This is an optimization exercise on Yosys and OpenROAD, whose aim is small area, a short achievable clock period and few clock cycles per item, not a production implementation.
Function was checked by simulation only, so behaviour that the tests miss may differ from the original.
Power is estimated from default activity; no workload was simulated.

==> flow/design.v <==
module md5_ctl(clk_i, rdy_i, msg_i, rst_i, hash_o, rdy_o, busy_o);
	input clk_i;
	input rdy_i;
	input [0:31] msg_i;
	input rst_i;
	output [0:127] hash_o;
	output rdy_o;
	output busy_o;
	reg idle, run, last, fin;
	reg [5:0] k;		 
	reg go;			 
	reg [4:0] sh;		 
	reg [2:0] rsel;		 
	reg [31:0] pre;
	reg [31:0] a, b, c, d;
	reg [31:0] h0, h1, h2, h3;
	reg [511:0] mq;		 
	wire [31:0] msg = msg_i;
	wire [31:0] m_in = {msg[7:0], msg[15:8], msg[23:16], msg[31:24]};
	wire accept = rdy_i & ~run & ~last & ~fin;
	wire do_pre = accept | run;
	wire [5:0] k_n = do_pre ? k + 6'd1 : k;
	wire shift = accept | (run & (k != 6'd47));
	wire [63:0] kdec = 64'd1 << k;
	wire [31:0] tk;
	assign tk[0] = |(kdec & 64'he9debc225c74a6d4);
	assign tk[1] = |(kdec & 64'h5136030587297a7e);
	assign tk[2] = |(kdec & 64'h2547ad181f104a1a);
	assign tk[3] = |(kdec & 64'h41485228e8984b3d);
	assign tk[4] = |(kdec & 64'he4ea528062342d47);
	assign tk[5] = |(kdec & 64'h6a4cf2e429099e39);
	assign tk[6] = |(kdec & 64'h03d1e3d16bb7010f);
	assign tk[7] = |(kdec & 64'hdab66722efc86f1c);
	assign tk[8] = |(kdec & 64'h8c962a65378b7e92);
	assign tk[9] = |(kdec & 64'hf707837262ce4e7a);
	assign tk[10] = |(kdec & 64'h13e2cba28f690afb);
	assign tk[11] = |(kdec & 64'h11b269f995848518);
	assign tk[12] = |(kdec & 64'hf9d2fd8b08b63f86);
	assign tk[13] = |(kdec & 64'h334f479f30c32207);
	assign tk[14] = |(kdec & 64'hf7f2d17691cc6e6c);
	assign tk[15] = |(kdec & 64'he26a30b231ca0bab);
	assign tk[16] = |(kdec & 64'h545927ce77d0442a);
	assign tk[17] = |(kdec & 64'hf05a65f1fa9d04a3);
	assign tk[18] = |(kdec & 64'hc2e494bc663d8eba);
	assign tk[19] = |(kdec & 64'h2b73adf5e8156c19);
	assign tk[20] = |(kdec & 64'h701c31f70e8dfc58);
	assign tk[21] = |(kdec & 64'h2343c6dbf358c45d);
	assign tk[22] = |(kdec & 64'h5050342b7da64e93);
	assign tk[23] = |(kdec & 64'hc1ccfffd35c8b52a);
	assign tk[24] = |(kdec & 64'hb5f6502fdb88bfb9);
	assign tk[25] = |(kdec & 64'hdf6662e342b55621);
	assign tk[26] = |(kdec & 64'h3bf9ecdfec9564b5);
	assign tk[27] = |(kdec & 64'heb6c53adb048bfc2);
	assign tk[28] = |(kdec & 64'h324954c924512491);
	assign tk[29] = |(kdec & 64'hf75d23dd758d75d6);
	assign tk[30] = |(kdec & 64'h9b5bb66d6edbb5bb);
	assign tk[31] = |(kdec & 64'hb6edb6dbb6db6edb);
	reg [2:0] rn;
	always @* begin
		case (k_n)
		6'd0: rn = 3'd0;
		6'd1: rn = 3'd0;
		6'd2: rn = 3'd0;
		6'd3: rn = 3'd0;
		6'd4: rn = 3'd0;
		6'd5: rn = 3'd0;
		6'd6: rn = 3'd0;
		6'd7: rn = 3'd0;
		6'd8: rn = 3'd0;
		6'd9: rn = 3'd0;
		6'd10: rn = 3'd0;
		6'd11: rn = 3'd0;
		6'd12: rn = 3'd0;
		6'd13: rn = 3'd0;
		6'd14: rn = 3'd0;
		6'd15: rn = 3'd0;
		6'd16: rn = 3'd0;
		6'd17: rn = 3'd2;
		6'd18: rn = 3'd4;
		6'd19: rn = 3'd6;
		6'd20: rn = 3'd0;
		6'd21: rn = 3'd2;
		6'd22: rn = 3'd4;
		6'd23: rn = 3'd6;
		6'd24: rn = 3'd0;
		6'd25: rn = 3'd2;
		6'd26: rn = 3'd4;
		6'd27: rn = 3'd6;
		6'd28: rn = 3'd0;
		6'd29: rn = 3'd2;
		6'd30: rn = 3'd4;
		6'd31: rn = 3'd6;
		6'd32: rn = 3'd2;
		6'd33: rn = 3'd3;
		6'd34: rn = 3'd4;
		6'd35: rn = 3'd5;
		6'd36: rn = 3'd6;
		6'd37: rn = 3'd7;
		6'd38: rn = 3'd0;
		6'd39: rn = 3'd1;
		6'd40: rn = 3'd2;
		6'd41: rn = 3'd3;
		6'd42: rn = 3'd4;
		6'd43: rn = 3'd5;
		6'd44: rn = 3'd6;
		6'd45: rn = 3'd7;
		6'd46: rn = 3'd0;
		6'd47: rn = 3'd1;
		6'd48: rn = 3'd0;
		6'd49: rn = 3'd3;
		6'd50: rn = 3'd6;
		6'd51: rn = 3'd1;
		6'd52: rn = 3'd4;
		6'd53: rn = 3'd7;
		6'd54: rn = 3'd2;
		6'd55: rn = 3'd5;
		6'd56: rn = 3'd0;
		6'd57: rn = 3'd3;
		6'd58: rn = 3'd6;
		6'd59: rn = 3'd1;
		6'd60: rn = 3'd4;
		6'd61: rn = 3'd7;
		6'd62: rn = 3'd2;
		6'd63: rn = 3'd5;
		endcase
	end
	reg [4:0] sk;
	always @* begin
		case ({k[5:4], k[1:0]})
		4'd0: sk = 5'd7;
		4'd1: sk = 5'd12;
		4'd2: sk = 5'd17;
		4'd3: sk = 5'd22;
		4'd4: sk = 5'd5;
		4'd5: sk = 5'd9;
		4'd6: sk = 5'd14;
		4'd7: sk = 5'd20;
		4'd8: sk = 5'd4;
		4'd9: sk = 5'd11;
		4'd10: sk = 5'd16;
		4'd11: sk = 5'd23;
		4'd12: sk = 5'd6;
		4'd13: sk = 5'd10;
		4'd14: sk = 5'd15;
		4'd15: sk = 5'd21;
		endcase
	end
	reg [31:0] mr;
	always @* begin
		case (rsel)
		3'd0: mr = mq[63:32];
		3'd1: mr = mq[127:96];
		3'd2: mr = mq[191:160];
		3'd3: mr = mq[255:224];
		3'd4: mr = mq[319:288];
		3'd5: mr = mq[383:352];
		3'd6: mr = mq[447:416];
		3'd7: mr = mq[511:480];
		endcase
	end
	wire [31:0] msel = run ? mr : m_in;
	wire [31:0] asel = go ? d : a;
	wire [31:0] pre_n = asel + msel + tk;
	reg [31:0] x1, x0;
	reg [31:0] x1_n, x0_n;
	wire [31:0] c_n, d_n;
	always @* begin
		case (k[5:4])
		2'd0: begin x1_n = c_n; x0_n = d_n; end
		2'd1: begin x1_n = c_n | d_n; x0_n = c_n & ~d_n; end
		2'd2: begin x1_n = ~(c_n ^ d_n); x0_n = c_n ^ d_n; end
		default: begin x1_n = ~c_n; x0_n = ~(c_n ^ d_n); end
		endcase
	end
	wire [31:0] f = (b & x1) | (~b & x0);
	wire [31:0] x = pre + f;
	wire [31:0] r0 = sh[0] ? {x[30:0], x[31]} : x;
	wire [31:0] r1 = sh[1] ? {r0[29:0], r0[31:30]} : r0;
	wire [31:0] r2 = sh[2] ? {r1[27:0], r1[31:28]} : r1;
	wire [31:0] r3 = sh[3] ? {r2[23:0], r2[31:24]} : r2;
	wire [31:0] r4 = sh[4] ? {r3[15:0], r3[31:16]} : r3;
	wire [31:0] nb = b + r4;
	wire hstep = (run & (k[5:1] == 5'b11111)) | last | fin;
	wire [31:0] hsum = h0 + b;
	always @(posedge clk_i) begin
		if (shift)
			mq <= {run ? mq[31:0] : m_in, mq[511:32]};
	end
	always @(posedge clk_i) begin
		if (rst_i) begin
			idle <= 1'b1;
			run <= 1'b0;
			last <= 1'b0;
			fin <= 1'b0;
			k <= 6'd0;
			go <= 1'b0;
		end else begin
			if (accept)
				idle <= 1'b0;
			else if (fin)
				idle <= 1'b1;
			if (accept && k == 6'd15)
				run <= 1'b1;
			else if (k == 6'd63)
				run <= 1'b0;
			last <= run && k == 6'd63;
			fin <= last;
			go <= do_pre;
			k <= k_n;
		end
	end
	always @(posedge clk_i) begin
		pre <= pre_n;
		sh <= sk;
		rsel <= rn;
	end
	assign c_n = rst_i ? 32'h98badcfe : go ? b : fin ? h3 : c;
	assign d_n = rst_i ? 32'h10325476 : go ? c : fin ? h2 : d;
	always @(posedge clk_i) begin
		if (rst_i) begin
			a <= 32'h67452301;
			b <= 32'hefcdab89;
		end else if (go) begin
			a <= d;
			b <= nb;
		end else if (fin) begin
			a <= h1;
			b <= hsum;
		end
		c <= c_n;
		d <= d_n;
		x1 <= x1_n;
		x0 <= x0_n;
	end
	always @(posedge clk_i) begin
		if (rst_i) begin
			h0 <= 32'h67452301;
			h1 <= 32'h10325476;
			h2 <= 32'h98badcfe;
			h3 <= 32'hefcdab89;
		end else if (hstep) begin
			h0 <= h1;
			h1 <= h2;
			h2 <= h3;
			h3 <= hsum;
		end
	end
	assign hash_o = {h0[7:0], h0[15:8], h0[23:16], h0[31:24],
	    h3[7:0], h3[15:8], h3[23:16], h3[31:24],
	    h2[7:0], h2[15:8], h2[23:16], h2[31:24],
	    h1[7:0], h1[15:8], h1[23:16], h1[31:24]};
	assign rdy_o = idle;
	assign busy_o = ~idle;
endmodule
==> flow/run.sh <==
#!/bin/bash
# synth_recipe.tcl (not shown) runs the flow's synth.tcl, then flattens the netlist and writes it again
# the make line also repeats each setting of config.mk as NAME=value (left out here)
make -C /OpenROAD-flow-scripts/flow DESIGN_CONFIG=/design/flow/config.mk WORK_HOME=/design/flow/orfs CLKGATE_MAP_FILE= SYNTH_SCRIPT=/design/flow/synth_recipe.tcl finish
==> flow/config.mk <==
export PLATFORM = sky130hd
export DESIGN_NAME = md5_ctl
export DESIGN_NICKNAME = md5_ctl
export VERILOG_FILES = /design/flow/design.v
export SDC_FILE = /design/flow/constraint.sdc
export NUM_CORES = 4
export LEC_CHECK = 0
export ABC_AREA = 1
export CAP_MARGIN = 20
export CORE_MARGIN = 2
export CORE_UTILIZATION = 30
export SETUP_SLACK_MARGIN = 5
export SLEW_MARGIN = 20
==> flow/constraint.sdc <==
create_clock -name core_clock -period 12.5 [get_ports {clk_i}]
set_input_delay 2.5000 -clock core_clock [delete_from_list [all_inputs] [get_ports {clk_i}]]
set_output_delay 2.5000 -clock core_clock [all_outputs]
set_load 0.01 [all_outputs]
==> impl_metrics.toml, run 1 <==
[outcome]
status = "no timing/DRC/antenna violations"

[worst_setup_path]
cp.arrival_ps = 6890
crit_fanout = 54
reg2reg_to = "pre[30]"
crit_buf_inv = 3
reg2reg_slack_ps = 6210
critPathKind = "reg -> reg"
slowest_stage = "nor4b_1"
r2r_cells = 16
cpPeakStageDelay_ps = 1000
required_ps = 13100
crit_family = "simple AND/OR/NAND/NOR gates"
cp_num_cells = 16
crit_top_cell = "inv_1"
cp-end-kind = "register"
reg2reg_from = "k[5]"
start_kind = "register"
worstPathCellList = "nand2_4, inv_2, nand2_2, inv_1, nor2_1, nand3_1, nor4b_1, nand4_1, fa_1, ha_1, inv_1, nor3_1, nor3b_1, nand2_1, o21ai_0, xor2_1"

[sta]
tns_ps = 0
setup_viol = 0
slew_headroom_pct = 19.19
rsz0062_at_grt = "no"
hold_viol = 0
period_minus_slack_ps = 6288
worst_pin_slew_ps = 1195
finalClockSkew_ps = 81.36
timing.fmax_ghz = 0.1590
finalCritPeriodShare_pct = 50.30
drv_slew = 0

[logic_synthesis]
yosysTopAreaCellShare_pct = 33.49
synth_area_um2 = 45920
synth_edf_count = 512
async_flop_share_pct = 0
synth.distinct_cells = 67
avgSynthCellArea_um2 = 8.619
yosys.area.top_type = "edfxtp_1"
ys.flop_type = "edfxtp_1"
ys_seq_elements = 883
synth_cells = 5327
yosysSeqAreaShare_pct = 49.66
syn-num-nets = 5596
yosysWarnings = 1
synthTopCellsByArea = "edfxtp_1 (33%), dfxtp_1 (16%), nand2_1 (11%), ha_1 (5.4%), inv_1 (4.6%)"

[detailed_routing]
vias = 39530
drtIter0Drc = 4469
drc = 0
wire_per_inst_um = 23.79
totalWireLength_mm = 179.7
antenna_left = 0
drt-pass1-iter-count = 6
viasPerCell = 5.233

[clock_network]
htreeDepth = 3
postCtsSetupRepairBufs = 0
cts_resized = 0
root_buffer = "clkbuf_16"
cts.sinks = 883
numCtsBuffers = 96
path_clk_slew_ps = 70
cts_tree = "yes"
cts_buffer_depth = 3
clk_latency_ps = 750
cts_hold_buf = 0

[grt]
grt_pass1_wl_mm = 258.1
grt_max_degree = 188
antenna_found_initial = 3
grt_pass1_vias = 37050
grt.total_usage_pct = 22.27
grt_overflow = 0

[cells_and_area]
seqCellArea_um2 = 22810
area_delta_synth_final_pct = 16.00
final_cell_count_no_fill = 7554
drive_gt1_share_pct = 7.368
multi_input_comb_area_um2 = 20110
fill_cells = 15540
nets = 5710
top_register = "mq"
largest_reg_flops = 512
n_antenna_cell = 0

[hold_path]
whs_path_depth = 0
hold_end = "mq[362]"
hold_class = "reg -> reg"
hp-start = "mq[394]"

[power]
p_per_area_nw_per_um2 = 190.9
p_leak_nw = 23.00
p_total_mw = 10.17
peakVddDrop_mv = 0.1274

[floorplan]
dieArea_um2 = 156200
die_height_um = 395.2
initial_core_util_pct = 30.23
num_rows = 143
io_pins = 165
coreArea_um2 = 151900
fp.dieW_um = 395.2

[placement]
dp_hpwl_mm = 132.4
placed_cells = 7373
gp_congestion = 1.002
io_buffers = 164

[job]
drv_cap = 0
-- worst max path at each step --
stage          startpoint  endpoint  slack (ps)
3_3_place_gp     msg_i[6]   pre[27]        6200
6_report             k[5]   pre[30]        6210
2_1_floorplan       rdy_i     mq[0]         510
3_5_place_dp     msg_i[6]   pre[27]        6160
5_1_grt             b[17]     b[28]        5890
4_1_cts             b[17]     b[28]        6440
-- cell type report --
type | count | area share [%]
Clock buffer | 124 | 4.990
Clock inverter | 57 | 1.402
Inverter | 583 | 4.142
Multi-Input combinational cell | 3643 | 37.76
Sequential cell | 883 | 42.83
Tap cell | 2030 | 4.769
Timing Repair Buffer | 234 | 4.106
-- cell usage in the layout, fill, tap and decap left out, types with 91 or more instances in the layout --
cell / Yosys / routed
clkdlybuf4s50_1: 0 / 163
ha_1: 199 / 199
nor2_1: 447 / 443
nand4_1: 91 / 91
inv_1: 561 / 557
nand2_1: 1290 / 1289
nand3_1: 404 / 400
o21ai_0: 252 / 251
a21oi_1: 218 / 218
clkbuf_16: 0 / 96
o211ai_1: 95 / 95
edfxtp_1: 512 / 512
dfxtp_1: 371 / 367
-- logic make-up (layout without fill, tap and decap cells) --
| logic type | Yosys count | count (layout) | synth area share, % |
|---|---|---|---|
| AND/OR/NAND/NOR | 2466 | 2466 | 23.14 |
| flip-flops | 883 | 883 | 49.66 |
| AO/OA/AOI/OAI | 825 | 825 | 11.11 |
| buffers and inverters | 801 | 998 | 6.714 |
| adder cells (fa/ha/maj) | 234 | 234 | 6.949 |
| XOR/XNOR | 82 | 82 | 1.581 |
| multiplexers | 36 | 36 | 0.8529 |
-- routing by layer --
layer,vias up,GRT usage [%],wire length [um]
met5,-,0,25
met4,4,9.508,8219
met3,324,3.621,12710
met2,1674,34.38,79580
met1,19160,30.76,79190
li1,18360,-,-
-- power by group --
| part | switching [mW] | total, mW | internal (mW) | leakage (nW) |
|---|---|---|---|---|
| registers | 0.154 | 3.46 | 3.31 | 8.06 |
| logic | 2.49 | 3.66 | 1.17 | 13.3 |
| clock network | 1.27 | 3.04 | 1.77 | 1.66 |
| total | 3.92 | 10.2 | 6.25 | 23.0 |
-- synth_stat cells, types with 6 or more instances --
cell type / number
a2111oi_0: 6
a21o_1: 7
a21oi_1: 218
a21oi_2: 6
a221oi_1: 45
a22oi_1: 16
a31oi_1: 23
buf_1: 40
buf_2: 18
clkbuf_1: 153
clkinv_1: 7
dfxtp_1: 371
edfxtp_1: 512
fa_1: 35
ha_1: 199
inv_1: 561
inv_2: 11
mux2_2: 25
mux2i_1: 11
nand2_1: 1290
nand2_2: 26
nand3_1: 404
nand3_2: 9
nand3b_1: 6
nand4_1: 91
nor2_1: 447
nor2_2: 23
nor3_1: 67
nor4_1: 47
o2111ai_1: 49
o211ai_1: 95
o21a_1: 16
o21ai_0: 252
o21ai_1: 15
o21ai_2: 7
o21bai_1: 12
o221ai_1: 9
o22ai_1: 28
or2_1: 9
or2_2: 26
xnor2_1: 31
xor2_1: 50
-- metrics by stage --
| step | instance area, um2 | utilization [%] | setup slack [ps] | hold WS [ps] |
|---|---|---|---|---|
| floorplan | 45960 | - | 505.4 | 400.3 |
| finish | 53260 | 35.06 | 6212 | 389.6 |
| CTS | 53260 | 35.06 | 6435 | 387.5 |
| global route | 53260 | 35.06 | 5886 | 399.5 |
| global placement | 49860 | 32.82 | 6202 | 401.1 |
| detailed placement | 49860 | 32.82 | 6161 | 404.5 |
Testbench counts, summed over its fixed seeds: cycles 29,892, blocks 450.
==> run 2, diff against run 1 <==
==> flow/flow/run.sh (new file) <==
#!/bin/bash
set -euo pipefail
bash standard.sh SETUP_SLACK_MARGIN=8 finish > make_finish.log 2>&1
==> flow/standard.sh (new file) <==
#!/bin/bash
# synth_recipe.tcl (not shown) runs the flow's synth.tcl, then flattens the netlist and writes it again
# the make line also repeats each setting of config.mk as NAME=value (left out here)
make -C /OpenROAD-flow-scripts/flow DESIGN_CONFIG=/design/flow/config.mk WORK_HOME=/design/flow/orfs CLKGATE_MAP_FILE= SYNTH_SCRIPT=/design/flow/synth_recipe.tcl "${@:-finish}"
--- a/flow/config.mk
+++ b/flow/config.mk
@@ -11,3 +11,2 @@
 export CORE_UTILIZATION = 30
-export SETUP_SLACK_MARGIN = 5
 export SLEW_MARGIN = 20
removed: flow/run.sh
==> impl_metrics.toml, run 2 <==
[clock_network]
clk_latency_ps = 780
cts_tree = "yes"
cts.sinks = 883
root_buffer = "clkbuf_16"
cts_buffer_depth = 3
cts_hold_buf = 0
numCtsBuffers = 95
path_clk_slew_ps = 60
htreeDepth = 3

[logic_synthesis]
syn-num-nets = 5596
synth_compound_area_share_pct = 11.11
async_flop_share_pct = 0
synth_area_um2 = 45920
ys_top_cells_by_count = "nand2_1 (1290), inv_1 (561), edfxtp_1 (512)"
yosys.area.top_type = "edfxtp_1"
synth_fa_ha_area_share_pct = 6.949
synth-xor-area-share_pct = 1.581
synth.distinct_cells = 67
yosysWarnings = 1
avgSynthCellArea_um2 = 8.619
synth_most_common_cell = "nand2_1"
ys_seq_elements = 883
yosysTopAreaCellShare_pct = 33.49
synthSimpleGateAreaFrac_pct = 23.14
ys.flop_type = "edfxtp_1"
synthMuxAreaShare_pct = 0.8529
synth_edf_count = 512
synth_cells = 5327
synthTopCellsByArea = "edfxtp_1 (33%), dfxtp_1 (16%), nand2_1 (11%), ha_1 (5.4%), inv_1 (4.6%)"
yosysSeqAreaShare_pct = 49.66
synth_top_family_by_area = "simple AND/OR/NAND/NOR gates"

[power]
peakVddDrop_mv = 0.1244
p_per_area_nw_per_um2 = 199.0
p_leak_nw = 24.98
p_total_mw = 11.85

[floorplan]
fp.dieW_um = 395.2
io_pins = 165
dieArea_um2 = 156200
die_height_um = 395.2
num_rows = 143
initial_core_util_pct = 30.23
coreArea_um2 = 151900

[detailed_routing]
vias = 41590
totalWireLength_mm = 193.2
drtIter0Drc = 4648
wire_per_inst_um = 24.94
drc = 0
wl_met1_mm = 81.08
antenna_left = 0
route.met2.wl_mm = 84.38
viasPerCell = 5.369
top_layer_used = "met5"
wl_met3_mm = 15.20
drt-pass1-iter-count = 7

[worst_setup_path]
cpPeakStageDelay_ps = 390
r2r_cells = 36
critPathKind = "reg -> reg"
reg2reg_slack_ps = 7520
start_kind = "register"
required_ps = 13110
cp-end-kind = "register"
reg2reg_to = "b[12]"
slowest_stage = "fa_2"
reg2reg_from = "b[0]"
cp.arrival_ps = 5590
crit_top_cell = "nand2_1"
crit_fanout = 3

[sta]
drv_slew = 0
slew_headroom_pct = 27.64
rsz0062_at_grt = "yes"
finalCritPeriodShare_pct = 39.81
period_minus_slack_ps = 4976
timing.fmax_ghz = 0.2010
worst_pin_slew_ps = 1084
hold_viol = 0
finalClockSkew_ps = 102.6
setup_viol = 0
tns_ps = 0

[job]
drv_cap = 0

[cells_and_area]
area_delta_synth_final_pct = 29.68
final_core_util_pct = 39.20
nets = 5907
layout_commonest_cell = "nand2_1"
final_cell_mix = "nand2_1 (1111), inv_1 (514), edfxtp_1 (512)"
drive_gt1_share_pct = 22.62
top_register = "mq"
largest_reg_flops = 512

[grt]
grt.total_usage_pct = 23.64
grt_max_degree = 99
grt_pass1_wl_mm = 272.3
grt_pass1_vias = 38830
antenna_found_initial = 8
grt_overflow = 0

[hold_path]
hp-start = "mq[390]"
hold_class = "reg -> reg"
whs_path_depth = 0
hold_end = "mq[358]"

[placement]
io_buffers = 164
dp_hpwl_mm = 136.1
gp_congestion = 1.033

[outcome]
status = "no timing/DRC/antenna violations"
## run 2: cell counts after synthesis
No cell type changed its count.
## run 2: critical path: cells and delay by family, from the launching register on
| kind | cells | cell delay [ps] |
|---|---|---|
| xor+xnor | 1 | 150 |
| fa+ha+maj | 4 | 1070 |
| flops | 1 | 350 |
| mux | 1 | 250 |
| compound gates | 7 | 870 |
| simple gates | 19 | 1820 |
| buf+inv | 4 | 340 |
## run 2: area by class of cell
class	instances	area, um2
diodes	4	10.01
clock buffers	118	2515
clock inverters	54	730.7
fillers	14920	92360
inverters	583	2257
multi-input cells	3648	24420
flip-flops and latches	883	22930
well taps	2030	2540
repair buffers	427	4133
## run 2: repair_timing
action / 4_1_cts / 5_1_grt
gates cloned: 12 / 1
endpoints found under the setup margin: 407 / 289
gates resized for setup: 698 / 451
buffers inserted: 78 / 102
pin swaps: 142 / 229
## run 2: layer usage
layer / GRT usage, % / vias up
met5: 0 / -
met4: 12.69 / 4
met3: 4.000 / 540
met2: 35.97 / 2055
met1: 31.99 / 20230
li1: - / 18760
## run 2: how the worst max path moves through the flow
stage	start	to	slack, ps	depth (start not counted)
after floorplan	rdy_i	mq[0]	510	4
after global placement	rdy_i	mq[105]	6110	8
after detailed placement	rdy_i	mq[169]	6040	8
after CTS	b[0]	b[28]	7610	35
after global routing	b[4]	b[29]	7300	34
final	b[0]	b[12]	7520	36
## run 2: stage by stage
step	cell area [um2]	hold slack (ps)	setup WS [ps]	std cells
4_1_cts	56880	366.3	7607	7639
5_1_grt	59530	379.0	7302	7743
3_3_place_gp	50010	400.3	6106	7377
3_5_place_dp	50010	404.5	6040	7377
6_report	59540	372.5	7524	7747
2_1_floorplan	46080	400.3	505.4	5327
## run 2: cells by family after synthesis
logic type / count (synthesis)
adders and majority gates: 234
DFF: 883
buffers and inverters: 801
xor gates and xnor gates: 82
AOI/OAI and AO/OA: 825
and+or+nand+nor: 2466
muxes: 36
## run 2: where the power goes
group / internal (mW) / leakage (nW) / total (mW) / switching (mW)
sequential: 3.32 / 8.07 / 3.48 / 0.165
combinational: 2.12 / 15.3 / 5.43 / 3.31
clock: 1.67 / 1.57 / 2.94 / 1.26
==> run 3, diff against run 2 <==
==> flow/flow/run.sh (replaced) <==
#!/bin/bash
# The standard layout (standard.sh: the standard synthesis and ORFS flow) with three
# changes to how the layout is made; the clock period and constraints are the design's:
#  - the clock tree is built from clkbuf_16 with up to 25 sinks per cluster and no dummy loads;
#  - every input and output port still gets its own buffer, a buf_1.
set -euo pipefail
bash standard.sh SETUP_SLACK_MARGIN=8 \
  "CTS_ARGS=-sink_clustering_enable -repair_clock_nets -dont_use_dummy_load -buf_list sky130_fd_sc_hd__clkbuf_16 -sink_clustering_size 25 -sink_clustering_max_diameter 80" \
  "BUFFER_PORTS_ARGS=-buffer_cell sky130_fd_sc_hd__buf_1" \
  finish > make_finish.log 2>&1
==> impl_metrics.toml, run 3 <==
[sta]
worst_pin_slew_ps = 1162
finalCritPeriodShare_pct = 39.12
drv_slew = 0
setup_ws_ps = 7610
slew_headroom_pct = 22.43
rsz0062_at_grt = "yes"
timing.fmax_ghz = 0.2045
finalHoldWorstSlack_ps = 363.0
finalClockSkew_ps = 178.7
setup_viol = 0
period_minus_slack_ps = 4890
hold_viol = 0
tns_ps = 0

[logic_synthesis]
synth_area_um2 = 45920
synth_cells = 5327
avgSynthCellArea_um2 = 8.619
ys_seq_elements = 883
synthTopCellsByArea = "edfxtp_1 (33%), dfxtp_1 (16%), nand2_1 (11%), ha_1 (5.4%), inv_1 (4.6%)"
ys_top_cells_by_count = "nand2_1 (1290), inv_1 (561), edfxtp_1 (512)"
yosys.area.top_type = "edfxtp_1"
synth_edf_count = 512
synth_most_common_cell = "nand2_1"
synth.distinct_cells = 67
yosysSeqAreaShare_pct = 49.66
yosysTopAreaCellShare_pct = 33.49
yosysWarnings = 1
syn-num-nets = 5596
async_flop_share_pct = 0
ys.flop_type = "edfxtp_1"

[job]
drv_cap = 0

[cells_and_area]
drive_gt1_share_pct = 20.11
final_cell_count_no_fill = 7636
area_delta_synth_final_pct = 22.20
nets = 5876
final_cell_mix = "nand2_1 (1155), inv_1 (516), edfxtp_1 (512)"
layout_commonest_cell = "nand2_1"
top_register = "mq"
largest_reg_flops = 512

[clock_network]
cts_buffer_depth = 3
clk_latency_ps = 750
cts.sinks = 883
htreeDepth = 2
root_buffer = "clkbuf_16"
numCtsBuffers = 55
path_clk_slew_ps = 100
cts_tree = "yes"

[detailed_routing]
wl_met1_mm = 78.91
drt-pass1-iter-count = 6
wl_met3_mm = 14.07
route.met2.wl_mm = 82.41
top_layer_used = "met5"
vias = 40660
wire_per_inst_um = 24.24
antenna_left = 0
drtIter0Drc = 4288
drc = 0
viasPerCell = 5.324
totalWireLength_mm = 185.1

[worst_setup_path]
reg2reg_from = "b[2]"
slowest_stage = "mux2_4"
critPathKind = "reg -> reg"
crit_top_cell = "nand2_2"
cpPeakStageDelay_ps = 370
cp-end-kind = "register"
cp.arrival_ps = 5520
crit_path_start = "b[2]"
start_kind = "register"
crit_fanout = 6
required_ps = 13130

[placement]
placed_cells = 7385
gp_congestion = 1.035
io_buffers = 164
pre_cts_slack_ps = 5979
dp_hpwl_mm = 132.8

[grt]
antenna_found_initial = 10
grt_max_degree = 104
grt_overflow = 0
grt.total_usage_pct = 22.75
grt_pass1_vias = 37940
grt_pass1_wl_mm = 264.1

[floorplan]
die_height_um = 395.2
coreArea_um2 = 151900
fp.dieW_um = 395.2
io_pins = 165
num_rows = 143
initial_core_util_pct = 30.23
dieArea_um2 = 156200

[power]
p_total_mw = 10.49
p_leak_nw = 23.56
p_per_area_nw_per_um2 = 187.0
peakVddDrop_mv = 0.1446

[outcome]
status = "no timing/DRC/antenna violations"

[hold_path]
hold_class = "reg -> reg"
hp-start = "mq[89]"
## run 3: cell types whose count changed in the layout (fill, tap and decap cells not counted), sizes merged, moves of 4 or more
cell	delta
inv	-4
clkbuf	-65
dlygate4sd2	-4
clkdlybuf4s50	-149
clkinvlp	-4
clkinv	-35
bufinv	-11
buf	+172
dlymetal6s2s	-5
## run 3: where the power goes
group          switching (mW)  internal (mW)
sequential              0.157           3.31
clock                   0.955          0.775
combinational            3.18           2.11
total                    4.29           6.20
## run 3: worst max-delay path: cells and delay by family (launching register included)
family | cells | cell delay [ps]
muxes | 1 | 370
DFF | 1 | 330
buffers and inverters | 3 | 320
and+or+nand+nor | 23 | 2020
AOI/OAI and AO/OA | 7 | 810
adders and majority gates | 3 | 900
## run 3: final timing paths
| check | endpoint | slack [ps] | cells past startpoint |
|---|---|---|---|
| hold / removal | mq[57] | 360 | 0 |
| setup reg to reg | b[20] | 7610 | 37 |
| hold reg to reg | mq[57] | 360 | 0 |
| setup / recovery | b[20] | 7610 | 37 |
## run 3: repair_timing
item | in CTS | in global routing
hold buffers | 0 | 0
endpoints found under the setup margin | 503 | 72
resized for setup | 638 | 346
pin swaps | 140 | 156
setup buffers | 125 | 60
gates cloned | 10 | 0
## run 3: cells by family (layout without fill, tap and decap cells)
kind of cell	Yosys count	count (layout)	share of synthesized area, %
fa+ha+maj	234	234	6.949
other cells	0	1	0
compound gates	825	826	11.11
flops	883	883	49.66
simple gates	2466	2471	23.14
mux	36	36	0.8529
xor+xnor	82	82	1.581
buf+inv	801	1073	6.714
## run 3: stage by stage
| stage | util [%] | cell area (um2) |
|---|---|---|
| after floorplan | - | 46080 |
| after global placement | 32.29 | 49050 |
| after detailed placement | 32.29 | 49050 |
| after CTS | 35.68 | 54200 |
| after global routing | 36.93 | 56100 |
| final | 36.94 | 56110 |
## run 3: area by class of cell
class / instances / area [um2]
antenna: 1 / 2.502
clock buffer: 55 / 1376
fill: 15380 / 95800
inverter: 583 / 2251
multi-input combinational: 3649 / 23920
sequential: 883 / 22900
tap: 2030 / 2540
timing repair buffer: 435 / 3115
## run 3: per-layer routing
metal / vias up / track usage [%]
met5: - / 0
li1: 18670 / -
met4: 6 / 9.746
met1: 19920 / 31.22
met2: 1666 / 35.60
met3: 392 / 3.378
==> run 4, diff against run 3 <==
--- a/flow/design.v
+++ b/flow/design.v
@@ -9,5 +9,7 @@
 	reg idle, run, last, fin;
+	reg rst_d;		 
 	reg [5:0] k;		 
 	reg go;			 
-	reg [4:0] sh;		 
+	reg [3:0] rr;		 
+	reg [5:0] rq;		 
 	reg [2:0] rsel;		 
@@ -126,21 +128,40 @@
 	end
-	reg [4:0] sk;
+	reg [3:0] rrn;
+	reg [5:0] rqn;
 	always @* begin
 		case ({k[5:4], k[1:0]})
-		4'd0: sk = 5'd7;
-		4'd1: sk = 5'd12;
-		4'd2: sk = 5'd17;
-		4'd3: sk = 5'd22;
-		4'd4: sk = 5'd5;
-		4'd5: sk = 5'd9;
-		4'd6: sk = 5'd14;
-		4'd7: sk = 5'd20;
-		4'd8: sk = 5'd4;
-		4'd9: sk = 5'd11;
-		4'd10: sk = 5'd16;
-		4'd11: sk = 5'd23;
-		4'd12: sk = 5'd6;
-		4'd13: sk = 5'd10;
-		4'd14: sk = 5'd15;
-		4'd15: sk = 5'd21;
+		4'd0: rrn = 4'd8;
+		4'd1: rrn = 4'd1;
+		4'd2: rrn = 4'd2;
+		4'd3: rrn = 4'd4;
+		4'd4: rrn = 4'd2;
+		4'd5: rrn = 4'd2;
+		4'd6: rrn = 4'd4;
+		4'd7: rrn = 4'd1;
+		4'd8: rrn = 4'd1;
+		4'd9: rrn = 4'd8;
+		4'd10: rrn = 4'd1;
+		4'd11: rrn = 4'd8;
+		4'd12: rrn = 4'd4;
+		4'd13: rrn = 4'd4;
+		4'd14: rrn = 4'd8;
+		4'd15: rrn = 4'd2;
+		endcase
+		case ({k[5:4], k[1:0]})
+		4'd0: rqn = 6'd2;
+		4'd1: rqn = 6'd8;
+		4'd2: rqn = 6'd16;
+		4'd3: rqn = 6'd32;
+		4'd4: rqn = 6'd2;
+		4'd5: rqn = 6'd4;
+		4'd6: rqn = 6'd8;
+		4'd7: rqn = 6'd32;
+		4'd8: rqn = 6'd2;
+		4'd9: rqn = 6'd4;
+		4'd10: rqn = 6'd16;
+		4'd11: rqn = 6'd32;
+		4'd12: rqn = 6'd2;
+		4'd13: rqn = 6'd4;
+		4'd14: rqn = 6'd8;
+		4'd15: rqn = 6'd32;
 		endcase
@@ -161,3 +182,3 @@
 	wire [31:0] msel = run ? mr : m_in;
-	wire [31:0] asel = go ? d : a;
+	wire [31:0] asel = go ? d : idle ? h0 : a;
 	wire [31:0] pre_n = asel + msel + tk;
@@ -176,8 +197,14 @@
 	wire [31:0] x = pre + f;
-	wire [31:0] r0 = sh[0] ? {x[30:0], x[31]} : x;
-	wire [31:0] r1 = sh[1] ? {r0[29:0], r0[31:30]} : r0;
-	wire [31:0] r2 = sh[2] ? {r1[27:0], r1[31:28]} : r1;
-	wire [31:0] r3 = sh[3] ? {r2[23:0], r2[31:24]} : r2;
-	wire [31:0] r4 = sh[4] ? {r3[15:0], r3[31:16]} : r3;
-	wire [31:0] nb = b + r4;
+	wire [31:0] y1 = ({32{rr[0]}} & x) |
+	    ({32{rr[1]}} & {x[30:0], x[31:31]}) |
+	    ({32{rr[2]}} & {x[29:0], x[31:30]}) |
+	    ({32{rr[3]}} & {x[28:0], x[31:29]});
+	wire [31:0] r4 = ({32{rq[0]}} & y1) |
+	    ({32{rq[1]}} & {y1[27:0], y1[31:28]}) |
+	    ({32{rq[2]}} & {y1[23:0], y1[31:24]}) |
+	    ({32{rq[3]}} & {y1[19:0], y1[31:20]}) |
+	    ({32{rq[4]}} & {y1[15:0], y1[31:16]}) |
+	    ({32{rq[5]}} & {y1[11:0], y1[31:12]});
+	wire [31:0] bq = rst_d ? 32'hefcdab89 : b;
+	wire [31:0] nb = bq + r4;
 	wire hstep = (run & (k[5:1] == 5'b11111)) | last | fin;
@@ -212,23 +239,18 @@
 	always @(posedge clk_i) begin
-		pre <= pre_n;
-		sh <= sk;
+		pre <= rst_i ? 32'd0 : do_pre ? pre_n : last ? h1 : 32'd0;
+		rr <= last ? 4'd1 : rrn;
+		rq <= last ? 6'd1 : rqn;
 		rsel <= rn;
 	end
-	assign c_n = rst_i ? 32'h98badcfe : go ? b : fin ? h3 : c;
-	assign d_n = rst_i ? 32'h10325476 : go ? c : fin ? h2 : d;
-	always @(posedge clk_i) begin
-		if (rst_i) begin
-			a <= 32'h67452301;
-			b <= 32'hefcdab89;
-		end else if (go) begin
+	assign c_n = go ? b : idle ? h2 : c;
+	assign d_n = go ? c : idle ? h1 : d;
+	always @(posedge clk_i) begin
+		if (go)
 			a <= d;
-			b <= nb;
-		end else if (fin) begin
-			a <= h1;
-			b <= hsum;
-		end
+		b <= nb;
 		c <= c_n;
 		d <= d_n;
-		x1 <= x1_n;
-		x0 <= x0_n;
+		x1 <= do_pre & ~rst_i ? x1_n : 32'd0;
+		x0 <= do_pre & ~rst_i ? x0_n : 32'd0;
+		rst_d <= rst_i;
 	end
==> impl_metrics.toml, run 4 <==
[outcome]
status = "no timing/DRC/antenna violations"

[cells_and_area]
final_cell_count_no_fill = 7735
drive_gt1_share_pct = 20.82
final_cell_mix = "nand2_1 (1182), edfxtp_1 (544), inv_1 (459)"
largest_reg_flops = 512
top_register = "mq"
area_delta_synth_final_pct = 23.58
final_core_util_pct = 37.36
nets = 5968
layout_commonest_cell = "nand2_1"

[logic_synthesis]
synthTopCellsByArea = "edfxtp_1 (36%), dfxtp_1 (15%), nand2_1 (11%), ha_1 (5.3%), nor2_1 (4.4%)"
synth_cells = 5388
yosys.area.top_type = "edfxtp_1"
synth_edf_count = 544
yosysWarnings = 1
avgSynthCellArea_um2 = 8.534
synth.distinct_cells = 62
syn-num-nets = 5653
ys_seq_elements = 889
ys.flop_type = "edfxtp_1"
yosysSeqAreaShare_pct = 50.55
synth_most_common_cell = "nand2_1"
ys_top_cells_by_count = "nand2_1 (1370), edfxtp_1 (544), nor2_1 (534)"
async_flop_share_pct = 0
synth_area_um2 = 45980
yosysTopAreaCellShare_pct = 35.53

[detailed_routing]
drtIter0Drc = 4799
viasPerCell = 5.425
drt-pass1-iter-count = 6
totalWireLength_mm = 191.2
wire_per_inst_um = 24.71
drc = 0
vias = 41960
antenna_left = 0

[grt]
grt_pass1_wl_mm = 270.7
grt_overflow = 0
antenna_found_initial = 5
grt.total_usage_pct = 23.24
grt_max_degree = 101
grt_pass1_vias = 39310

[clock_network]
numCtsBuffers = 52
cts_buffer_depth = 3
cts_tree = "yes"
root_buffer = "clkbuf_16"
clk_latency_ps = 710
cts_hold_buf = 0
cts.sinks = 889
htreeDepth = 2
path_clk_slew_ps = 100

[worst_setup_path]
r2r_cells = 30
crit_fanout = 5
start_kind = "register"
critPathKind = "reg -> reg"
reg2reg_from = "b[2]"
cpPeakStageDelay_ps = 400
reg2reg_to = "b[27]"
crit_top_cell = "nand2_1"
slowest_stage = "dfxtp_4"
cp.arrival_ps = 5150
crit_path_start = "b[2]"
cp-end-kind = "register"
reg2reg_slack_ps = 7840
required_ps = 12990

[power]
switching_share_pct = 38.70
p_leak_nw = 23.68
pwr-share-comb_pct = 42.8
p_per_area_nw_per_um2 = 163.6
peakVddDrop_mv = 0.1257
p_int_mw = 5.699
seqPwrFrac_pct = 39.1
clkPwrFrac_pct = 18.1
p_sw_mw = 3.598

[sta]
finalCritPeriodShare_pct = 37.26
drv_slew = 0
hold_viol = 0
setup_viol = 0
slew_headroom_pct = 23.11
finalHoldWorstSlack_ps = 382.2
worst_pin_slew_ps = 1152
rsz0062_at_grt = "yes"
setup_ws_ps = 7843
finalClockSkew_ps = 127.0
tns_ps = 0
period_minus_slack_ps = 4657
timing.fmax_ghz = 0.2147

[hold_path]
hold_class = "reg -> reg"
hold_end = "mq[254]"
whs_path_depth = 0
hp-start = "mq[286]"

[placement]
gp_congestion = 1.021
pre_cts_slack_ps = 6495
dp_hpwl_mm = 137.5
placed_cells = 7424
io_buffers = 164

[floorplan]
fp.dieW_um = 395.5
initial_core_util_pct = 30.24
io_pins = 165
num_rows = 143
die_height_um = 395.5
dieArea_um2 = 156400
coreArea_um2 = 152100

[job]
drv_cap = 0
==> run 4: cell count changes in the layout (fill, tap and decap cells not counted), sizes merged, moves of 24 or more <==
cell	before	now
mux2	25	1
edfxtp	512	544
o211ai	95	41
o2111ai	49	13
nor2	477	564
a21oi	224	284
inv	570	529
dfxtp	371	345
nand2	1325	1376
nand3	413	369
==> run 4: cell families (layout without fill, tap and decap cells) <==
kind of cell	count (synthesis)	after routing	share of synthesized area [%]
AO/OA/AOI/OAI	866	866	11.28
AND/OR/NAND/NOR	2586	2588	23.85
multiplexers	1	1	0.02449
buffers and inverters	754	1065	6.291
flip-flops	889	889	50.55
XOR/XNOR	62	62	1.181
other	0	4	0
adder cells (fa/ha/maj)	230	230	6.830
==> run 4: layout make-up <==
cell class	instances	area (um2)
Multi-Input combinational cell	3747	24070
Tap cell	2030	2540
Inverter	550	2246
Clock buffer	52	1301
Timing Repair Buffer	461	3263
Antenna cell	4	10.01
Fill cell	15400	95260
Timing Repair inverter	2	17.52
Sequential cell	889	23380
==> run 4: metal layers <==
metal | up-vias | GRT usage (%) | wire length [um]
met5 | - | 0 | 26
met1 | 20510 | 30.71 | 78380
met2 | 2010 | 35.90 | 85120
met3 | 523 | 5.001 | 16910
met4 | 4 | 11.50 | 10710
li1 | 18920 | - | -
==> run 4: per-stage QoR <==
| step | area [um2] | power, mW |
|---|---|---|
| after floorplan | 46280 | 5.405 |
| after global placement | 49010 | 6.420 |
| after detailed placement | 49010 | 6.410 |
| after CTS | 54010 | 8.789 |
| after global routing | 56820 | 9.710 |
| final | 56830 | 9.297 |
==> run 4: what timing repair did <==
action	CTS	global route
setup buffers	144	102
cloned	6	3
gates resized for setup	586	482
endpoints found under the setup margin	543	419
pin swaps	139	209
==> run 4: worst max path at each step <==
| stage | endpoint | slack, ps | cells after the start |
|---|---|---|---|
| after global placement | pre[27] | 6510 | 22 |
| after detailed placement | pre[25] | 6500 | 18 |
| after floorplan | mq[0] | 1590 | 6 |
| after CTS | mq[178] | 7640 | 9 |
| final | b[27] | 7840 | 30 |
| after global routing | b[31] | 7650 | 31 |
==> run 4: critical path: cells and delay by family, from the launching register on <==
family / cells / cell delay, ps
AOI/OAI and AO/OA: 6 / 840
xor gates and xnor gates: 1 / 150
adders and majority gates: 2 / 570
buffers and inverters: 5 / 820
DFF: 1 / 400
and+or+nand+nor: 16 / 1720
==> run 4: power by group through the flow <==
stage | Clock (mW) | Sequential (mW) | Combinational, mW
2_1_floorplan | 0 | 3.54 | 1.87
3_3_place_gp | 0 | 3.68 | 2.74
3_5_place_dp | 0 | 3.68 | 2.73
4_1_cts | 1.72 | 3.63 | 3.44
5_1_grt | 1.81 | 3.65 | 4.25
6_report | 1.68 | 3.64 | 3.98
Testbench counts of run 4, summed over its fixed seeds: cycles 29,892, blocks 450.
==> run 5, diff against run 4 <==
--- a/flow/config.mk
+++ b/flow/config.mk
@@ -11,2 +11,4 @@
 export CORE_UTILIZATION = 30
+export GPL_ROUTABILITY_DRIVEN = 0
+export PLACE_DENSITY = 0.45
 export SLEW_MARGIN = 20
==> impl_metrics.toml, run 5 <==
[sta]
finalHoldWorstSlack_ps = 361.6
finalClockSkew_ps = 126.9
period_minus_slack_ps = 4677
setup_ws_ps = 7823
drv_slew = 0
worst_pin_slew_ps = 1019
finalCritPeriodShare_pct = 37.41
setup_viol = 0
tns_ps = 0
slew_headroom_pct = 32.06
rsz0062_at_grt = "yes"
hold_viol = 0
timing.fmax_ghz = 0.2138

[grt]
grt_pass1_vias = 38280
antenna_found_initial = 5
grt_max_degree = 88
grt_pass1_wl_mm = 262.5
grt_overflow = 0
grt.total_usage_pct = 22.48

[logic_synthesis]
ys_seq_elements = 889
synth_most_common_cell = "nand2_1"
yosysTopAreaCellShare_pct = 35.53
yosysWarnings = 1
syn-num-nets = 5653
synth.distinct_cells = 62
async_flop_share_pct = 0
synth_cells = 5388
avgSynthCellArea_um2 = 8.534
synth_area_um2 = 45980
yosys.area.top_type = "edfxtp_1"
synthTopCellsByArea = "edfxtp_1 (36%), dfxtp_1 (15%), nand2_1 (11%), ha_1 (5.3%), nor2_1 (4.4%)"
yosysSeqAreaShare_pct = 50.55
synth_edf_count = 544
ys_top_cells_by_count = "nand2_1 (1370), edfxtp_1 (544), nor2_1 (534)"
ys.flop_type = "edfxtp_1"

[floorplan]
dieArea_um2 = 156400
coreArea_um2 = 152100
io_pins = 165
fp.dieW_um = 395.5
die_height_um = 395.5
num_rows = 143
initial_core_util_pct = 30.24

[worst_setup_path]
critPathKind = "in -> reg"
cp.arrival_ps = 5220
cpPeakStageDelay_ps = 480
r2r_cells = 20
crit_top_cell = "nand2_1"
crit_buf_inv = 3
crit_family = "adder cells"
start_kind = "input pin"
required_ps = 13040
slowest_stage = "fa_1"
reg2reg_from = "k[0]"
crit_fanout = 5
reg2reg_to = "pre[16]"
worstPathCellList = "buf_1, nand2_1, nand2_2, fa_1, ha_4, nand2_1, nor2_1, inv_1, o21ai_2, a21oi_4, buf_4, xnor2_1, a22o_1"
cp-end-kind = "register"
reg2reg_slack_ps = 7850

[clock_network]
cts_buffer_depth = 3
cts_hold_buf = 0
path_clk_slew_ps = 80
clk_latency_ps = 720
root_buffer = "clkbuf_16"
cts.sinks = 889
cts_tree = "yes"
htreeDepth = 2
numCtsBuffers = 57

[placement]
dp_hpwl_mm = 129.3
pre_cts_slack_ps = 6459
placed_cells = 7432
io_buffers = 164

[detailed_routing]
drtIter0Drc = 4824
drt-pass1-iter-count = 20
vias = 41300
viasPerCell = 5.344
antenna_left = 0
drc = 0
wire_per_inst_um = 24.17
totalWireLength_mm = 186.7

[cells_and_area]
largest_reg_flops = 512
area_delta_synth_final_pct = 23.95
final_cell_count_no_fill = 7727
layout_commonest_cell = "nand2_1"
nets = 5963
top_register = "mq"
drive_gt1_share_pct = 21.28
final_cell_mix = "nand2_1 (1148), edfxtp_1 (544), inv_1 (457)"
fill_cells = 15480

[power]
p_per_area_nw_per_um2 = 165.5
peakVddDrop_mv = 0.1302
p_leak_nw = 23.85
p_total_mw = 9.433

[hold_path]
hold_class = "reg -> reg"
hp-start = "d[31]"
whs_path_depth = 0
hold_end = "a[31]"

[outcome]
status = "no timing/DRC/antenna violations"

[job]
drv_cap = 0
-- run 5: report_power, final --
group          internal, mW  leakage [nW]  total [mW]  switching (mW)
Sequential             3.40          8.16        3.58           0.179
Clock                 0.802         0.702        1.79           0.984
Combinational          1.59          15.0        4.07            2.48
-- run 5: area by class of cell --
| cell class | count | area, um2 | share of cell area (%) |
|---|---|---|---|
| Sequential cell | 889 | 23390 | 41.03 |
| Multi-Input combinational cell | 3746 | 24240 | 42.53 |
| Clock buffer | 57 | 1426 | 2.503 |
| Timing Repair inverter | 2 | 17.52 | 0.03073 |
| Antenna cell | 1 | 2.502 | 0.004390 |
| Timing Repair Buffer | 452 | 3186 | 5.589 |
| Tap cell | 2030 | 2540 | 4.456 |
| Inverter | 550 | 2198 | 3.857 |
-- run 5: per-stage QoR --
| step | util, % | cell area, um2 |
|---|---|---|
| finish | 37.48 | 57000 |
| global placement | 32.26 | 49060 |
| floorplan | - | 46280 |
| CTS | 35.24 | 53600 |
| global route | 37.48 | 56990 |
| detailed placement | 32.26 | 49060 |
-- run 5: routing by layer --
layer | vias to the layer above | global-route usage [%] | wire, um
met1 | 20200 | 30.72 | 80810
met5 | - | 0.2463 | 75
met2 | 1689 | 35.09 | 84120
met3 | 521 | 4.165 | 13000
met4 | 6 | 8.698 | 8726
li1 | 18880 | - | -
-- run 5: timing repair --
action	4_1_cts	5_1_grt
gates cloned	4	4
pin swaps	117	285
endpoints found under the setup margin	220	194
setup buffers	100	129
resized for setup	555	556
-- run 5: worst max path at each step --
| stage | from | end | slack (ps) | depth (start not counted) |
|---|---|---|---|---|
| floorplan | rdy_i | mq[0] | 1590 | 6 |
| global placement | rdy_i | mq[348] | 6420 | 9 |
| detailed placement | rdy_i | mq[348] | 6460 | 9 |
| CTS | msg_i[7] | pre[25] | 7870 | 19 |
| global route | b[0] | b[31] | 7740 | 33 |
| finish | msg_i[8] | pre[16] | 7820 | 13 |
-- run 5: kinds of logic (layout without fill, tap and decap cells) --
group                      Yosys count  after routing  synth area share, %
xor gates and xnor gates            62             62                1.181
and+or+nand+nor                   2586           2587                23.85
muxes                                1              1              0.02449
AOI/OAI and AO/OA                  866            866                11.28
adders and majority gates          230            230                6.830
other                                0              1                    0
DFF                                889            889                50.55
buffers and inverters              754           1061                6.291
==> run 6, diff against run 5 <==
--- a/flow/design.v
+++ b/flow/design.v
@@ -10,2 +10,4 @@
 	reg rst_d;		 
+	reg wpend;		 
+	reg [31:0] min;		 
 	reg [5:0] k;		 
@@ -22,5 +24,5 @@
 	wire accept = rdy_i & ~run & ~last & ~fin;
-	wire do_pre = accept | run;
+	wire do_pre = wpend | run;
 	wire [5:0] k_n = do_pre ? k + 6'd1 : k;
-	wire shift = accept | (run & (k != 6'd47));
+	wire shift = wpend | (run & (k != 6'd47));
 	wire [63:0] kdec = 64'd1 << k;
@@ -181,4 +183,4 @@
 	end
-	wire [31:0] msel = run ? mr : m_in;
-	wire [31:0] asel = go ? d : idle ? h0 : a;
+	wire [31:0] msel = run ? mr : min;
+	wire [31:0] asel = go ? d : (k == 6'd0) ? h0 : a;
 	wire [31:0] pre_n = asel + msel + tk;
@@ -213,3 +215,3 @@
 		if (shift)
-			mq <= {run ? mq[31:0] : m_in, mq[511:32]};
+			mq <= {run ? mq[31:0] : min, mq[511:32]};
 	end
@@ -223,3 +225,5 @@
 			go <= 1'b0;
+			wpend <= 1'b0;
 		end else begin
+			wpend <= accept;
 			if (accept)
@@ -228,3 +232,3 @@
 				idle <= 1'b1;
-			if (accept && k == 6'd15)
+			if (do_pre && k == 6'd15)
 				run <= 1'b1;
@@ -243,2 +247,3 @@
 		rsel <= rn;
+		min <= m_in;
 	end
--- a/flow/config.mk
+++ b/flow/config.mk
@@ -11,4 +11,2 @@
 export CORE_UTILIZATION = 30
-export GPL_ROUTABILITY_DRIVEN = 0
-export PLACE_DENSITY = 0.45
 export SLEW_MARGIN = 20
==> impl_metrics.toml, run 6 <==
[logic_synthesis]
ys_seq_elements = 922
avgSynthCellArea_um2 = 8.600
yosysSeqAreaShare_pct = 50.87
ys.flop_type = "edfxtp_1"
synth_most_common_cell = "nand2_1"
synth_edf_count = 544
yosysWarnings = 1
synth.distinct_cells = 64
yosysTopAreaCellShare_pct = 34.76
async_flop_share_pct = 0
synthTopCellsByArea = "edfxtp_1 (35%), dfxtp_1 (16%), nand2_1 (10%), ha_1 (5.2%), nor2_1 (4.4%)"
synth_area_um2 = 46990
syn-num-nets = 5731
yosys.area.top_type = "edfxtp_1"
synth_cells = 5464
ys_top_cells_by_count = "nand2_1 (1312), nor2_1 (557), inv_1 (552)"

[sta]
rsz0062_at_grt = "yes"
setup_ws_ps = 7950
timing.fmax_ghz = 0.2198
period_minus_slack_ps = 4550
drv_slew = 0
slew_headroom_pct = 18.67
hold_viol = 0
worst_pin_slew_ps = 1220
finalCritPeriodShare_pct = 36.40
finalClockSkew_ps = 93.63
setup_viol = 0
tns_ps = 0

[floorplan]
die_height_um = 399.8
coreArea_um2 = 155800
fp.dieW_um = 399.8
num_rows = 145
io_pins = 165
initial_core_util_pct = 30.15
dieArea_um2 = 159800

[worst_setup_path]
crit_family = "simple AND/OR/NAND/NOR gates"
cpPeakStageDelay_ps = 720
start_kind = "register"
critPathKind = "reg -> reg"
cp.arrival_ps = 5160
worstPathCellList = "inv_6, ha_4, inv_4, nor2_4, inv_4, nor2_4, nor2_4, clkinvlp_4, buf_6, nor4_4, nand4_1, fa_2, ha_4, a21oi_2, inv_2, a21oi_2, inv_1, a21oi_2, nand3_4, a21o_1, xor2_1, nand2_1, a21oi_2"
slowest_stage = "fa_2"
crit_top_cell = "a21oi_2"
required_ps = 13110
crit_buf_inv = 7
cp-end-kind = "register"
crit_fanout = 6

[cells_and_area]
fill_cells = 15970
largest_reg_flops = 512
nets = 6012
top_register = "mq"
area_delta_synth_final_pct = 20.27
multi_input_comb_area_um2 = 23440
final_cell_count_no_fill = 7801
design_area_um2 = 56510
final_cell_mix = "nand2_1 (1219), edfxtp_1 (544), inv_1 (512)"
n_antenna_cell = 0
seqCellArea_um2 = 24040
drive_gt1_share_pct = 18.06
layout_commonest_cell = "nand2_1"

[clock_network]
htreeDepth = 2
cts_hold_buf = 0
root_buffer = "clkbuf_16"
numCtsBuffers = 53
path_clk_slew_ps = 100
cts.sinks = 922
cts_buffer_depth = 3
clk_latency_ps = 700
cts_tree = "yes"

[placement]
placed_area_um2 = 49840
io_buffers = 164
placed_cells = 7535
gp_congestion = 1.002
dp_hpwl_mm = 141.8
pre_cts_slack_ps = 6268

[power]
p_total_mw = 7.690
peakVddDrop_mv = 0.1058
p_leak_nw = 23.38
p_per_area_nw_per_um2 = 136.1

[detailed_routing]
vias = 41780
totalWireLength_mm = 195.3
drc = 0
drtIter0Drc = 4827
antenna_left = 0
wire_per_inst_um = 25.03
drt-pass1-iter-count = 8
viasPerCell = 5.355

[grt]
grt_overflow = 0
grt.total_usage_pct = 23.49
antenna_found_initial = 5
grt_pass1_vias = 38260
grt_pass1_wl_mm = 274.9
grt_max_degree = 209

[hold_path]
hold_class = "reg -> reg"

[job]
drv_cap = 0

[outcome]
status = "no timing/DRC/antenna violations"
-- run 6: cell types whose count changed in the layout (fill, tap and decap cells not counted), sizes merged, moves of 14 or more --
cell | previous run | this run
dfxtp | 345 | 378
inv | 540 | 571
nand2 | 1376 | 1349
buf | 447 | 422
nor3 | 61 | 79
nor4 | 56 | 38
nand3 | 369 | 386
a21oi | 284 | 298
nor2 | 563 | 577
-- run 6: cell type report --
class | count | area share [%]
clock buffers | 53 | 2.347
inverters | 581 | 3.998
multi-input cells | 3761 | 41.48
flip-flops and latches | 922 | 42.54
well taps | 2058 | 4.556
repair buffers | 426 | 5.085
-- run 6: worst reg2reg max path, cell delays in order (launching register included) --
cell	delay (ps)
dfxtp_4	430
inv_6	60
ha_4	190
inv_4	80
nor2_4	40
inv_4	80
nor2_4	50
nor2_4	190
clkinvlp_4	230
buf_6	180
nor4_4	400
nand4_1	400
fa_2	720
ha_4	240
a21oi_2	140
inv_2	70
a21oi_2	130
inv_1	70
a21oi_2	180
nand3_4	130
a21o_1	190
xor2_1	130
nand2_1	80
a21oi_2	150
-- run 6: metal layers --
layer	GRT usage [%]	up-vias	part of all wire, %
met4	9.016	6	4.4
li1	-	19080	-
met2	34.97	1901	43
met5	0	-	0.018
met1	33.96	20450	44
met3	3.742	346	8.5
-- run 6: worst paths after layout --
check	from	to	slack [ps]	cells after the start
worst min-delay path	mq[506]	mq[474]	400	0
worst max-delay path	k[0]	pre[27]	7950	23
worst min register to register	mq[506]	mq[474]	400	0
worst max register to register	k[0]	pre[27]	7950	23
-- run 6: timing repair --
item	4_1_cts	5_1_grt
resized for setup	520	361
cloned	7	3
pin swaps	116	164
setup endpoints to repair	59	47
buffers inserted	104	98
-- run 6: logic make-up (layout without fill, tap and decap cells) --
kind of cell	after synthesis	in the layout	share of synthesized area, %
buffers and inverters	788	1060	6.518
adders and majority gates	232	232	6.736
AOI/OAI and AO/OA	881	881	11.20
xor gates and xnor gates	55	55	1.025
muxes	2	2	0.04792
DFF	922	922	50.87
and+or+nand+nor	2584	2591	23.60
-- run 6: metrics by stage --
step / hold WS (ps) / utilization (%)
2_1_floorplan: 400.3 / -
3_3_place_gp: 400.1 / 31.98
3_5_place_dp: 404.5 / 31.98
4_1_cts: 397.1 / 34.77
5_1_grt: 409.1 / 36.26
6_report: 401.5 / 36.26
-- run 6: where the power goes --
| group | total [mW] | switching, mW | internal [mW] |
|---|---|---|---|
| sequential | 3.60 | 0.179 | 3.42 |
| combinational | 2.36 | 1.48 | 0.882 |
| clock | 1.73 | 0.980 | 0.751 |
| total | 7.69 | 2.64 | 5.05 |
Testbench counts of run 6, summed over its fixed seeds: cycles 30,342, blocks 450.

-- separate check: timing with driven ports --
How much do the figures lean on ideal ports? The routed layouts below were timed once more, with nothing changed but the port constraints.
Step 1, drivers: a clkbuf_16 drives clk_i and a buf_2 each remaining input, both assumed.
Step 2 adds t to the input delays and takes it off the output delays; t is the mean of the earliest and latest rising clock arrival at the registers after step 1. Input paths then give back, and output paths get back, about the clock's delay inside the block.
Slacks: ideal ports / drivers / drivers and shift; pairs: ideal ports / drivers.
| run | shift t [ns] | setup slack, ns | cell pins on the clock port's net |
|---|---|---|---|
| run 1 | 0.794 | 6.212 / 6.212 / 6.031 | 1 |
| run 2 | 0.811 | 7.524 / 7.524 / 7.036 | 1 |
| run 3 | 0.740 | 7.610 / 7.610 / 6.948 | 1 |
| run 4 | 0.721 | 7.843 / 7.843 / 7.322 | 1 |
| run 5 | 0.738 | 7.823 / 7.849 / 7.145 | 1 |
| run 6 | 0.726 | 7.950 / 7.950 / 7.588 | 1 |
After both steps every run listed still meets setup and hold. For run 5, which loses most, drivers alone change the setup slack by +0.026 ns; drivers and shift together by -0.678 ns.
